Context: an optimization exercise on an open-source flow, tuned for small area, a short achievable clock period and few clock cycles. The choices shown serve that exercise and are no tape-out recipe. The RTL was checked by simulation tests, not by an equivalence proof against the original design. Power figures rest on the tool's default switching activity, not on a simulated workload.

==> job 9314 <==
Design alu, start of the top module:
module alu(
    input [31:0] A,
    input [31:0] B,
    input [2:0] ALUop,
    input clk,
    input reset,
    output reg [31:0] Result,
    output done
);
wire mod_sel = (ALUop == 3'b111);
wire [31:0] mod_result;
wire [31:0] diff;              
wire no_borrow;                
mod #(.R_STEPS(3)) mod_instance (
    .clk(clk),
    .reset(reset),
    .start(mod_sel),
    .ALUop(ALUop),
    .A(A),
    .B(B),
    .Result(mod_result),
    .diff(diff),
    .no_borrow(no_borrow),
    .done(done)
);
wire t11 = ~ALUop[1];
wire t10 = ALUop[1] ^ ALUop[0];
wire t00 = ALUop[1] & ALUop[0];
wire [31:0] both = A & B;
wire [31:0] any = A | B;
reg [31:0] logic_res;
integer i;
always @(*)
    for (i = 0; i < 32; i = i + 1)
        logic_res[i] = both[i] ? t11 : (any[i] ? t10 : t00);
wire is_logic = ~ALUop[2];
wire is_arith = ALUop[2] & (ALUop[1] ^ ALUop[0]);
wire is_gt = ALUop[2] & ~ALUop[1] & ~ALUop[0];
wire mod_done = mod_sel & done;
always @(*) begin
    Result = (logic_res & {32{is_logic}}) | (diff & {32{is_arith}}) | (mod_result & {32{mod_done}});
    Result[0] = Result[0] | (is_gt & no_borrow);
end
endmodule
==> module alu, before the edit <==
module alu(
    input [31:0] A,
    input [31:0] B,
    input [2:0] ALUop,
    input clk,
    input reset,
    output reg [31:0] Result,
    output done
);
wire mod_sel = (ALUop == 3'b111);
wire [31:0] mod_result;
wire [31:0] diff;              
wire no_borrow;                
mod #(.R_STEPS(3)) mod_instance (
    .clk(clk),
    .reset(reset),
    .start(mod_sel),
    .ALUop(ALUop),
    .A(A),
    .B(B),
    .Result(mod_result),
    .diff(diff),
    .no_borrow(no_borrow),
    .done(done)
);
wire t11 = ~ALUop[1];
wire t10 = ALUop[1] ^ ALUop[0];
wire t00 = ALUop[1] & ALUop[0];
wire [31:0] both = A & B;
wire [31:0] any = A | B;
reg [31:0] logic_res;
integer i;
always @(*)
    for (i = 0; i < 32; i = i + 1)
        logic_res[i] = both[i] ? t11 : (any[i] ? t10 : t00);
wire is_logic = ~ALUop[2];
wire is_arith = ALUop[2] & (ALUop[1] ^ ALUop[0]);
wire is_gt = ALUop[2] & ~ALUop[1] & ~ALUop[0];
wire mod_done = mod_sel & done;
always @(*) begin
    Result = (logic_res & {32{is_logic}}) | (diff & {32{is_arith}}) | (mod_result & {32{mod_done}});
    Result[0] = Result[0] | (is_gt & no_borrow);
end
endmodule
==> module mod_dp, before the edit <==
module mod_dp #(parameter R_STEPS = 2) (
    input clk,
    input [2:0] ALUop,
    input [31:0] A,
    input [31:0] B,
    input load,
    input last,
    input done,
    output [3:0] g,
    output [31:0] Result,
    output [31:0] diff,
    output no_borrow
);
    localparam DW = 32 + R_STEPS - 1;
    reg [31:0] R;
    reg [DW-1:0] D;
    function [2:0] lz4;
        input [3:0] x;
        begin
            lz4[2] = ~|x;
            lz4[1] = ~|x[3:2];
            lz4[0] = ~x[3] & (x[2] | ~x[1]);
        end
    endfunction
    function [5:0] lz32;
        input [31:0] x;
        reg [2:0] n [0:7];
        reg [3:0] m [0:3];
        reg [4:0] k [0:1];
        integer i;
        begin
            for (i = 0; i < 8; i = i + 1) n[i] = lz4(x[31-4*i -: 4]);
            for (i = 0; i < 4; i = i + 1)
                m[i] = n[2*i][2] ? {n[2*i+1][2], 1'b1, n[2*i+1][1:0]} : {2'b00, n[2*i][1:0]};
            for (i = 0; i < 2; i = i + 1)
                k[i] = m[2*i][3] ? {m[2*i+1][3], 1'b1, m[2*i+1][2:0]} : {2'b00, m[2*i][2:0]};
            lz32 = k[0][4] ? {k[1][4], 1'b1, k[1][3:0]} : {2'b00, k[0][3:0]};
        end
    endfunction
    wire [5:0] ca = lz32(A);
    wire [5:0] cb = lz32(B);
    wire [6:0] dd = {1'b0, cb} - {1'b0, ca};
    wire [4:0] d = dd[6] ? 5'd0 : dd[4:0];
    wire [4:0] gq = d / R_STEPS;
    assign g = gq[3:0];
    reg [DW-1:0] dn;
    integer k;
    always @(*) begin
        dn = {B, {(R_STEPS-1){1'b0}}};
        for (k = 0; k < 4; k = k + 1)
            if (g[k]) dn = dn << (R_STEPS << k);
    end
    wire alu_mode = ~(ALUop == 3'b111);
    wire add = (ALUop == 3'b101);
    wire bin = alu_mode & ~ALUop[1];
    wire [31:0] rc [0:R_STEPS];
    assign rc[0] = R;
    genvar j;
    generate for (j = 0; j < R_STEPS - 1; j = j + 1) begin : chain
        wire b;
        wire [31:0] df;
        mod_step #(.DW(DW - j)) st(.r(rc[j]), .d(D[DW-1:j]), .bin(1'b0), .q(rc[j+1]), .diff(df), .bout(b));
    end endgenerate
    wire [31:0] r_last = (alu_mode | load) ? A : rc[R_STEPS-1];
    wire [31:0] d_last = alu_mode ? (B ^ {32{add}}) : D[31 + R_STEPS - 1:R_STEPS - 1];
    wire bout_last;
    mod_step #(.DW(32), .FAST(1)) st_last(.r(r_last), .d(d_last), .bin(bin), .q(rc[R_STEPS]), .diff(diff), .bout(bout_last));
    assign no_borrow = ~bout_last;
    always @(posedge clk) begin
        R <= rc[R_STEPS];
        if (load) D <= dn;
        else      D <= last ? {DW{1'b0}} : (D >> R_STEPS);
    end
    assign Result = rc[R_STEPS];
endmodule
==> module mod, before the edit <==
module mod #(parameter R_STEPS = 2) (
    input clk,
    input reset,
    input start,               
    input [2:0] ALUop,
    input [31:0] A,
    input [31:0] B,
    output [31:0] Result,      
    output [31:0] diff,
    output no_borrow,
    output done
);
    wire load, last;
    wire [3:0] g;
    mod_cu control_unit(
        .clk(clk), .reset(reset), .start(start), .g(g),
        .load(load), .last(last), .done(done)
    );
    mod_dp #(.R_STEPS(R_STEPS)) datapath(
        .clk(clk), .ALUop(ALUop), .A(A), .B(B), .load(load), .last(last),
        .done(done), .g(g), .Result(Result), .diff(diff), .no_borrow(no_borrow)
    );
endmodule
export LEC_CHECK = 0
export CAP_MARGIN = 20
export CORE_MARGIN = 2
export CORE_UTILIZATION = 40
export SLEW_MARGIN = 20
create_clock -name core_clock -period 24.0 [get_ports {clk}]
standard.sh (not shown) runs the stock make flow with config.mk's settings and CLKGATE_MAP_FILE= SYNTH_SCRIPT=/design/flow/synth_recipe.tcl, a recipe that flattens the netlist after the stock synthesis.
==> flow/flow/run.sh <==
#!/bin/bash
# The standard layout (the standard.sh: standard synthesis, floorplan, place,
# CTS, route, finish) with two changes to how it is made:
#  - setup repair aims at 10 ns of slack instead of 0, so the resizer sizes up
#    the gates on the longest paths;
#  - the port buffers are sky130_fd_sc_hd__buf_2 instead of the default pick.
# The constraints (constraint.sdc) are the standard flow's, unchanged.
set -euo pipefail
bash standard.sh SETUP_SLACK_MARGIN=10 \
    "BUFFER_PORTS_ARGS=-buffer_cell sky130_fd_sc_hd__buf_2" \
    finish > flow_make.log 2>&1
==> inputs of job 3878, as changes to job 9314 <==
--- a/flow/design.v
+++ b/flow/design.v
@@ -10,18 +10,17 @@
 wire mod_sel = (ALUop == 3'b111);
 wire [31:0] mod_result;
-wire [31:0] diff;              
-wire no_borrow;                
-mod #(.R_STEPS(3)) mod_instance (
+mod #(.R_STEPS(2)) mod_instance (
     .clk(clk),
     .reset(reset),
     .start(mod_sel),
-    .ALUop(ALUop),
     .A(A),
     .B(B),
     .Result(mod_result),
-    .diff(diff),
-    .no_borrow(no_borrow),
     .done(done)
 );
+wire [31:0] y = B ^ {32{~ALUop[0]}};
+wire [32:0] c;
+pfx32s add_carry(.g(A & y), .p(A ^ y), .cin(ALUop[1]), .c(c));
+wire [31:0] sum = A ^ y ^ c[31:0];
 wire t11 = ~ALUop[1];
 wire t10 = ALUop[1] ^ ALUop[0];
@@ -39,6 +38,6 @@
 wire mod_done = mod_sel & done;
 always @(*) begin
-    Result = (logic_res & {32{is_logic}}) | (diff & {32{is_arith}}) | (mod_result & {32{mod_done}});
-    Result[0] = Result[0] | (is_gt & no_borrow);
+    Result = (logic_res & {32{is_logic}}) | (sum & {32{is_arith}}) | (mod_result & {32{mod_done}});
+    Result[0] = Result[0] | (is_gt & c[32]);
 end
 endmodule
@@ -70,14 +69,10 @@
 module mod_dp #(parameter R_STEPS = 2) (
     input clk,
-    input [2:0] ALUop,
     input [31:0] A,
     input [31:0] B,
     input load,
     input last,
-    input done,
     output [3:0] g,
-    output [31:0] Result,
-    output [31:0] diff,
-    output no_borrow
+    output [31:0] Result
 );
     localparam DW = 32 + R_STEPS - 1;
@@ -120,24 +115,20 @@
             if (g[k]) dn = dn << (R_STEPS << k);
     end
-    wire alu_mode = ~(ALUop == 3'b111);
-    wire add = (ALUop == 3'b101);
-    wire bin = alu_mode & ~ALUop[1];
     wire [31:0] rc [0:R_STEPS];
     assign rc[0] = R;
     genvar j;
-    generate for (j = 0; j < R_STEPS - 1; j = j + 1) begin : chain
-        wire b;
+    generate for (j = 0; j < R_STEPS; j = j + 1) begin : chain
         wire [31:0] df;
+        wire b;
         mod_step #(.DW(DW - j)) st(.r(rc[j]), .d(D[DW-1:j]), .bin(1'b0), .q(rc[j+1]), .diff(df), .bout(b));
     end endgenerate
-    wire [31:0] r_last = (alu_mode | load) ? A : rc[R_STEPS-1];
-    wire [31:0] d_last = alu_mode ? (B ^ {32{add}}) : D[31 + R_STEPS - 1:R_STEPS - 1];
-    wire bout_last;
-    mod_step #(.DW(32), .FAST(1)) st_last(.r(r_last), .d(d_last), .bin(bin), .q(rc[R_STEPS]), .diff(diff), .bout(bout_last));
-    assign no_borrow = ~bout_last;
     always @(posedge clk) begin
-        R <= rc[R_STEPS];
-        if (load) D <= dn;
-        else      D <= last ? {DW{1'b0}} : (D >> R_STEPS);
+        if (load) begin
+            R <= A;
+            D <= dn;
+        end else begin
+            R <= rc[R_STEPS];
+            D <= last ? {DW{1'b0}} : (D >> R_STEPS);
+        end
     end
     assign Result = rc[R_STEPS];
@@ -545,14 +536,176 @@
   assign c[32] = G130;
 endmodule
+module pfx32s(input [31:0] g, input [31:0] p, input cin, output [32:0] c);
+  wire G0c = g[0] | (p[0] & cin);
+  wire G2 = g[1] | (p[1] & G0c);
+  wire G3 = g[3] | (p[3] & g[2]);
+  wire P3 = p[3] & p[2];
+  wire G4 = g[5] | (p[5] & g[4]);
+  wire P4 = p[5] & p[4];
+  wire G5 = g[7] | (p[7] & g[6]);
+  wire P5 = p[7] & p[6];
+  wire G6 = g[9] | (p[9] & g[8]);
+  wire P6 = p[9] & p[8];
+  wire G7 = g[11] | (p[11] & g[10]);
+  wire P7 = p[11] & p[10];
+  wire G8 = g[13] | (p[13] & g[12]);
+  wire P8 = p[13] & p[12];
+  wire G9 = g[15] | (p[15] & g[14]);
+  wire P9 = p[15] & p[14];
+  wire G10 = g[17] | (p[17] & g[16]);
+  wire P10 = p[17] & p[16];
+  wire G11 = g[19] | (p[19] & g[18]);
+  wire P11 = p[19] & p[18];
+  wire G12 = g[21] | (p[21] & g[20]);
+  wire P12 = p[21] & p[20];
+  wire G13 = g[23] | (p[23] & g[22]);
+  wire P13 = p[23] & p[22];
+  wire G14 = g[25] | (p[25] & g[24]);
+  wire P14 = p[25] & p[24];
+  wire G15 = g[27] | (p[27] & g[26]);
+  wire P15 = p[27] & p[26];
+  wire G16 = g[29] | (p[29] & g[28]);
+  wire P16 = p[29] & p[28];
+  wire G17 = g[31] | (p[31] & g[30]);
+  wire P17 = p[31] & p[30];
+  wire G18 = g[2] | (p[2] & G2);
+  wire G19 = G3 | (P3 & G2);
+  wire G20 = g[6] | (p[6] & G4);
+  wire P20 = p[6] & P4;
+  wire G21 = G5 | (P5 & G4);
+  wire P21 = P5 & P4;
+  wire G22 = g[10] | (p[10] & G6);
+  wire P22 = p[10] & P6;
+  wire G23 = G7 | (P7 & G6);
+  wire P23 = P7 & P6;
+  wire G24 = g[14] | (p[14] & G8);
+  wire P24 = p[14] & P8;
+  wire G25 = G9 | (P9 & G8);
+  wire P25 = P9 & P8;
+  wire G26 = g[18] | (p[18] & G10);
+  wire P26 = p[18] & P10;
+  wire G27 = G11 | (P11 & G10);
+  wire P27 = P11 & P10;
+  wire G28 = g[22] | (p[22] & G12);
+  wire P28 = p[22] & P12;
+  wire G29 = G13 | (P13 & G12);
+  wire P29 = P13 & P12;
+  wire G30 = g[26] | (p[26] & G14);
+  wire P30 = p[26] & P14;
+  wire G31 = G15 | (P15 & G14);
+  wire P31 = P15 & P14;
+  wire G32 = g[30] | (p[30] & G16);
+  wire P32 = p[30] & P16;
+  wire G33 = G17 | (P17 & G16);
+  wire P33 = P17 & P16;
+  wire G34 = g[4] | (p[4] & G19);
+  wire G35 = G4 | (P4 & G19);
+  wire G36 = G20 | (P20 & G19);
+  wire G37 = G21 | (P21 & G19);
+  wire G38 = g[12] | (p[12] & G23);
+  wire P38 = p[12] & P23;
+  wire G39 = G8 | (P8 & G23);
+  wire P39 = P8 & P23;
+  wire G40 = G24 | (P24 & G23);
+  wire P40 = P24 & P23;
+  wire G41 = G25 | (P25 & G23);
+  wire P41 = P25 & P23;
+  wire G42 = g[20] | (p[20] & G27);
+  wire P42 = p[20] & P27;
+  wire G43 = G12 | (P12 & G27);
+  wire P43 = P12 & P27;
+  wire G44 = G28 | (P28 & G27);
+  wire P44 = P28 & P27;
+  wire G45 = G29 | (P29 & G27);
+  wire P45 = P29 & P27;
+  wire G46 = g[28] | (p[28] & G31);
+  wire P46 = p[28] & P31;
+  wire G47 = G16 | (P16 & G31);
+  wire P47 = P16 & P31;
+  wire G48 = G32 | (P32 & G31);
+  wire P48 = P32 & P31;
+  wire G49 = G33 | (P33 & G31);
+  wire P49 = P33 & P31;
+  wire G50 = g[8] | (p[8] & G37);
+  wire G51 = G6 | (P6 & G37);
+  wire G52 = G22 | (P22 & G37);
+  wire G53 = G23 | (P23 & G37);
+  wire G54 = G38 | (P38 & G37);
+  wire G55 = G39 | (P39 & G37);
+  wire G56 = G40 | (P40 & G37);
+  wire G57 = G41 | (P41 & G37);
+  wire G58 = g[24] | (p[24] & G45);
+  wire P58 = p[24] & P45;
+  wire G59 = G14 | (P14 & G45);
+  wire P59 = P14 & P45;
+  wire G60 = G30 | (P30 & G45);
+  wire P60 = P30 & P45;
+  wire G61 = G31 | (P31 & G45);
+  wire P61 = P31 & P45;
+  wire G62 = G46 | (P46 & G45);
+  wire P62 = P46 & P45;
+  wire G63 = G47 | (P47 & G45);
+  wire P63 = P47 & P45;
+  wire G64 = G48 | (P48 & G45);
+  wire P64 = P48 & P45;
+  wire G65 = G49 | (P49 & G45);
+  wire P65 = P49 & P45;
+  wire G66 = g[16] | (p[16] & G57);
+  wire G67 = G10 | (P10 & G57);
+  wire G68 = G26 | (P26 & G57);
+  wire G69 = G27 | (P27 & G57);
+  wire G70 = G42 | (P42 & G57);
+  wire G71 = G43 | (P43 & G57);
+  wire G72 = G44 | (P44 & G57);
+  wire G73 = G45 | (P45 & G57);
+  wire G74 = G58 | (P58 & G57);
+  wire G75 = G59 | (P59 & G57);
+  wire G76 = G60 | (P60 & G57);
+  wire G77 = G61 | (P61 & G57);
+  wire G78 = G62 | (P62 & G57);
+  wire G79 = G63 | (P63 & G57);
+  wire G80 = G64 | (P64 & G57);
+  wire G81 = G65 | (P65 & G57);
+  assign c[0] = cin;
+  assign c[1] = G0c;
+  assign c[2] = G2;
+  assign c[3] = G18;
+  assign c[4] = G19;
+  assign c[5] = G34;
+  assign c[6] = G35;
+  assign c[7] = G36;
+  assign c[8] = G37;
+  assign c[9] = G50;
+  assign c[10] = G51;
+  assign c[11] = G52;
+  assign c[12] = G53;
+  assign c[13] = G54;
+  assign c[14] = G55;
+  assign c[15] = G56;
+  assign c[16] = G57;
+  assign c[17] = G66;
+  assign c[18] = G67;
+  assign c[19] = G68;
+  assign c[20] = G69;
+  assign c[21] = G70;
+  assign c[22] = G71;
+  assign c[23] = G72;
+  assign c[24] = G73;
+  assign c[25] = G74;
+  assign c[26] = G75;
+  assign c[27] = G76;
+  assign c[28] = G77;
+  assign c[29] = G78;
+  assign c[30] = G79;
+  assign c[31] = G80;
+  assign c[32] = G81;
+endmodule
 module mod #(parameter R_STEPS = 2) (
     input clk,
     input reset,
     input start,               
-    input [2:0] ALUop,
     input [31:0] A,
     input [31:0] B,
     output [31:0] Result,      
-    output [31:0] diff,
-    output no_borrow,
     output done
 );
@@ -564,6 +717,6 @@
     );
     mod_dp #(.R_STEPS(R_STEPS)) datapath(
-        .clk(clk), .ALUop(ALUop), .A(A), .B(B), .load(load), .last(last),
-        .done(done), .g(g), .Result(Result), .diff(diff), .no_borrow(no_borrow)
+        .clk(clk), .A(A), .B(B), .load(load), .last(last),
+        .g(g), .Result(Result)
     );
 endmodule
==> flow/flow/run.sh (replaced) <==
#!/bin/bash
# The standard layout (the standard.sh: standard synthesis, floorplan, place,
# CTS, route, finish) with two changes to how it is made:
#  - setup repair aims at 12 ns of slack instead of 0, so the resizer sizes up
#    the gates on the longest paths;
#  - the port buffers are sky130_fd_sc_hd__buf_2 instead of the default pick.
# The constraints (constraint.sdc) are the standard flow's, unchanged.
set -euo pipefail
bash standard.sh SETUP_SLACK_MARGIN=12 \
    "BUFFER_PORTS_ARGS=-buffer_cell sky130_fd_sc_hd__buf_2" \
    finish > flow_make.log 2>&1
==> inputs of job 7531, as changes to job 9314 <==
--- a/flow/design.v
+++ b/flow/design.v
@@ -10,18 +10,17 @@
 wire mod_sel = (ALUop == 3'b111);
 wire [31:0] mod_result;
-wire [31:0] diff;              
-wire no_borrow;                
-mod #(.R_STEPS(3)) mod_instance (
+mod #(.R_STEPS(2)) mod_instance (
     .clk(clk),
     .reset(reset),
     .start(mod_sel),
-    .ALUop(ALUop),
     .A(A),
     .B(B),
     .Result(mod_result),
-    .diff(diff),
-    .no_borrow(no_borrow),
     .done(done)
 );
+wire [31:0] y = B ^ {32{~ALUop[0]}};
+wire [32:0] c;
+pfx32f add_carry(.g(A & y), .p(A ^ y), .cin(ALUop[1]), .c(c));
+wire [31:0] sum = A ^ y ^ c[31:0];
 wire t11 = ~ALUop[1];
 wire t10 = ALUop[1] ^ ALUop[0];
@@ -39,6 +38,6 @@
 wire mod_done = mod_sel & done;
 always @(*) begin
-    Result = (logic_res & {32{is_logic}}) | (diff & {32{is_arith}}) | (mod_result & {32{mod_done}});
-    Result[0] = Result[0] | (is_gt & no_borrow);
+    Result = (logic_res & {32{is_logic}}) | (sum & {32{is_arith}}) | (mod_result & {32{mod_done}});
+    Result[0] = Result[0] | (is_gt & c[32]);
 end
 endmodule
@@ -70,14 +69,10 @@
 module mod_dp #(parameter R_STEPS = 2) (
     input clk,
-    input [2:0] ALUop,
     input [31:0] A,
     input [31:0] B,
     input load,
     input last,
-    input done,
     output [3:0] g,
-    output [31:0] Result,
-    output [31:0] diff,
-    output no_borrow
+    output [31:0] Result
 );
     localparam DW = 32 + R_STEPS - 1;
@@ -120,24 +115,20 @@
             if (g[k]) dn = dn << (R_STEPS << k);
     end
-    wire alu_mode = ~(ALUop == 3'b111);
-    wire add = (ALUop == 3'b101);
-    wire bin = alu_mode & ~ALUop[1];
     wire [31:0] rc [0:R_STEPS];
     assign rc[0] = R;
     genvar j;
-    generate for (j = 0; j < R_STEPS - 1; j = j + 1) begin : chain
-        wire b;
+    generate for (j = 0; j < R_STEPS; j = j + 1) begin : chain
         wire [31:0] df;
+        wire b;
         mod_step #(.DW(DW - j)) st(.r(rc[j]), .d(D[DW-1:j]), .bin(1'b0), .q(rc[j+1]), .diff(df), .bout(b));
     end endgenerate
-    wire [31:0] r_last = (alu_mode | load) ? A : rc[R_STEPS-1];
-    wire [31:0] d_last = alu_mode ? (B ^ {32{add}}) : D[31 + R_STEPS - 1:R_STEPS - 1];
-    wire bout_last;
-    mod_step #(.DW(32), .FAST(1)) st_last(.r(r_last), .d(d_last), .bin(bin), .q(rc[R_STEPS]), .diff(diff), .bout(bout_last));
-    assign no_borrow = ~bout_last;
     always @(posedge clk) begin
-        R <= rc[R_STEPS];
-        if (load) D <= dn;
-        else      D <= last ? {DW{1'b0}} : (D >> R_STEPS);
+        if (load) begin
+            R <= A;
+            D <= dn;
+        end else begin
+            R <= rc[R_STEPS];
+            D <= last ? {DW{1'b0}} : (D >> R_STEPS);
+        end
     end
     assign Result = rc[R_STEPS];
@@ -549,10 +540,7 @@
     input reset,
     input start,               
-    input [2:0] ALUop,
     input [31:0] A,
     input [31:0] B,
     output [31:0] Result,      
-    output [31:0] diff,
-    output no_borrow,
     output done
 );
@@ -564,6 +552,6 @@
     );
     mod_dp #(.R_STEPS(R_STEPS)) datapath(
-        .clk(clk), .ALUop(ALUop), .A(A), .B(B), .load(load), .last(last),
-        .done(done), .g(g), .Result(Result), .diff(diff), .no_borrow(no_borrow)
+        .clk(clk), .A(A), .B(B), .load(load), .last(last),
+        .g(g), .Result(Result)
     );
 endmodule
==> flow/flow/run.sh (replaced) <==
#!/bin/bash
# The standard layout (the standard.sh: standard synthesis, floorplan, place,
# CTS, route, finish) with two changes to how it is made:
#  - setup repair aims at 12 ns of slack instead of 0, so the resizer sizes up
#    the gates on the longest paths;
#  - the port buffers are sky130_fd_sc_hd__buf_2 instead of the default pick.
# The constraints (constraint.sdc) are the standard flow's, unchanged.
set -euo pipefail
bash standard.sh SETUP_SLACK_MARGIN=12 \
    "BUFFER_PORTS_ARGS=-buffer_cell sky130_fd_sc_hd__buf_2" \
    finish > flow_make.log 2>&1
==> qor summary <==
Outcome: job 9314 finished clean; job 3878 finished clean; job 7531 finished clean
Detailed-route wire length on metal 1: job 9314 20400 um; job 3878 16600 um; job 7531 17000 um
Worst R2R Path Depth: job 9314 40; job 3878 26; job 7531 22
Top-area cell type share of the netlist area: job 9314 10.9%; job 3878 12.3%; job 7531 11.8%
Final Skew: job 9314 0.00795 ns; job 3878 0.0126 ns; job 7531 0.0100 ns
Fraction of area in registers: job 9314 9.99%; job 3878 11.8%; job 7531 11.4%
Slowest-stage cell, CP: job 9314 sky130_fd_sc_hd__a221o_1; job 3878 sky130_fd_sc_hd__a2111o_1; job 7531 sky130_fd_sc_hd__fa_2
Synth unique cells: job 9314 84; job 3878 74; job 7531 82
Global router's overall resource usage: job 9314 28.6%; job 3878 25.1%; job 7531 25.0%
Vias post-DR: job 9314 12800; job 3878 10200; job 7531 10700
Post-Place Worst Slack: job 9314 8.12 ns; job 3878 10.14 ns; job 7531 10.26 ns
CP Capture Point: job 9314 Result[0]; job 3878 Result[26]; job 7531 Result[30]
Power Combinational: job 9314 0.00156 W; job 3878 0.00136 W; job 7531 0.00138 W
End of the worst hold path: job 9314 mod_instance.datapath.D[0]; job 3878 mod_instance.datapath.D[16]; job 7531 mod_instance.datapath.D[11]
Hold Slack: job 9314 0.563 ns; job 3878 0.516 ns; job 7531 0.527 ns
Proportion of layout cells with a drive suffix above 1: job 9314 19.7%; job 3878 18.9%; job 7531 16.3%
Final weighted congestion of routability-driven global placement: job 9314 0.960; job 3878 0.973; job 7531 0.930
Resized Gates After CTS: job 9314 68; job 3878 35; job 7531 19
Multiplexer fraction of the synthesized cell area: job 9314 14.5%; job 3878 14.9%; job 7531 14.3%
Synth Area in Compound Gates: job 9314 25.1%; job 3878 24.7%; job 7531 26.4%
Proportion of synthesized chip area in sequential cells: job 9314 11.8%; job 3878 13.5%; job 7531 12.9%
Share of total power in combinational logic: job 9314 79.7%; job 3878 77.2%; job 7531 79.0%
Overall die width: job 9314 179 um; job 3878 167 um; job 7531 170 um
Seq pwr: job 9314 0.000241 W; job 3878 0.000233 W; job 7531 0.000231 W
Fill count: job 9314 3026; job 3878 2605; job 7531 2711
Testbench counts of job 9314, summed over its fixed seeds: cycles 2,414.
Testbench counts of job 3878, summed over its fixed seeds: cycles 2,985.
Testbench counts of job 7531, summed over its fixed seeds: cycles 2,985.

[static timing again, ports no longer ideal]
No port has a modelled driver above. Below, the same layouts with a new extraction and two added sets of constraints. Step 1, drivers: a clkbuf_16 drives clk and a buf_2 each remaining input, both assumed. Step 2 times the ports against the registers' clock, not the clock port: input delays grow and output delays shrink by t, the midpoint of the rising clock arrivals with the driver on. a / b / c = ideal ports / drivers / drivers and shift; a / b = the first two.
run	t, ns	slack for setup (ns)	worst setup path after step 2	latest minus earliest clock arrival (ns)	worst register clock-pin slew, ns
job 9314	0.403	10.033 / 9.963 / 9.963	input to output	0.008 / 0.008	0.07 / 0.07
job 3878	0.379	11.207 / 11.059 / 11.059	input to output	0.012 / 0.013	0.07 / 0.07
job 7531	0.378	11.385 / 11.284 / 11.284	input to output	0.010 / 0.010	0.06 / 0.06
After both steps every run listed still meets setup and hold. The setup slack of job 3878, which loses most, moves by -0.148 ns with the drivers and by -0.148 ns with both steps.
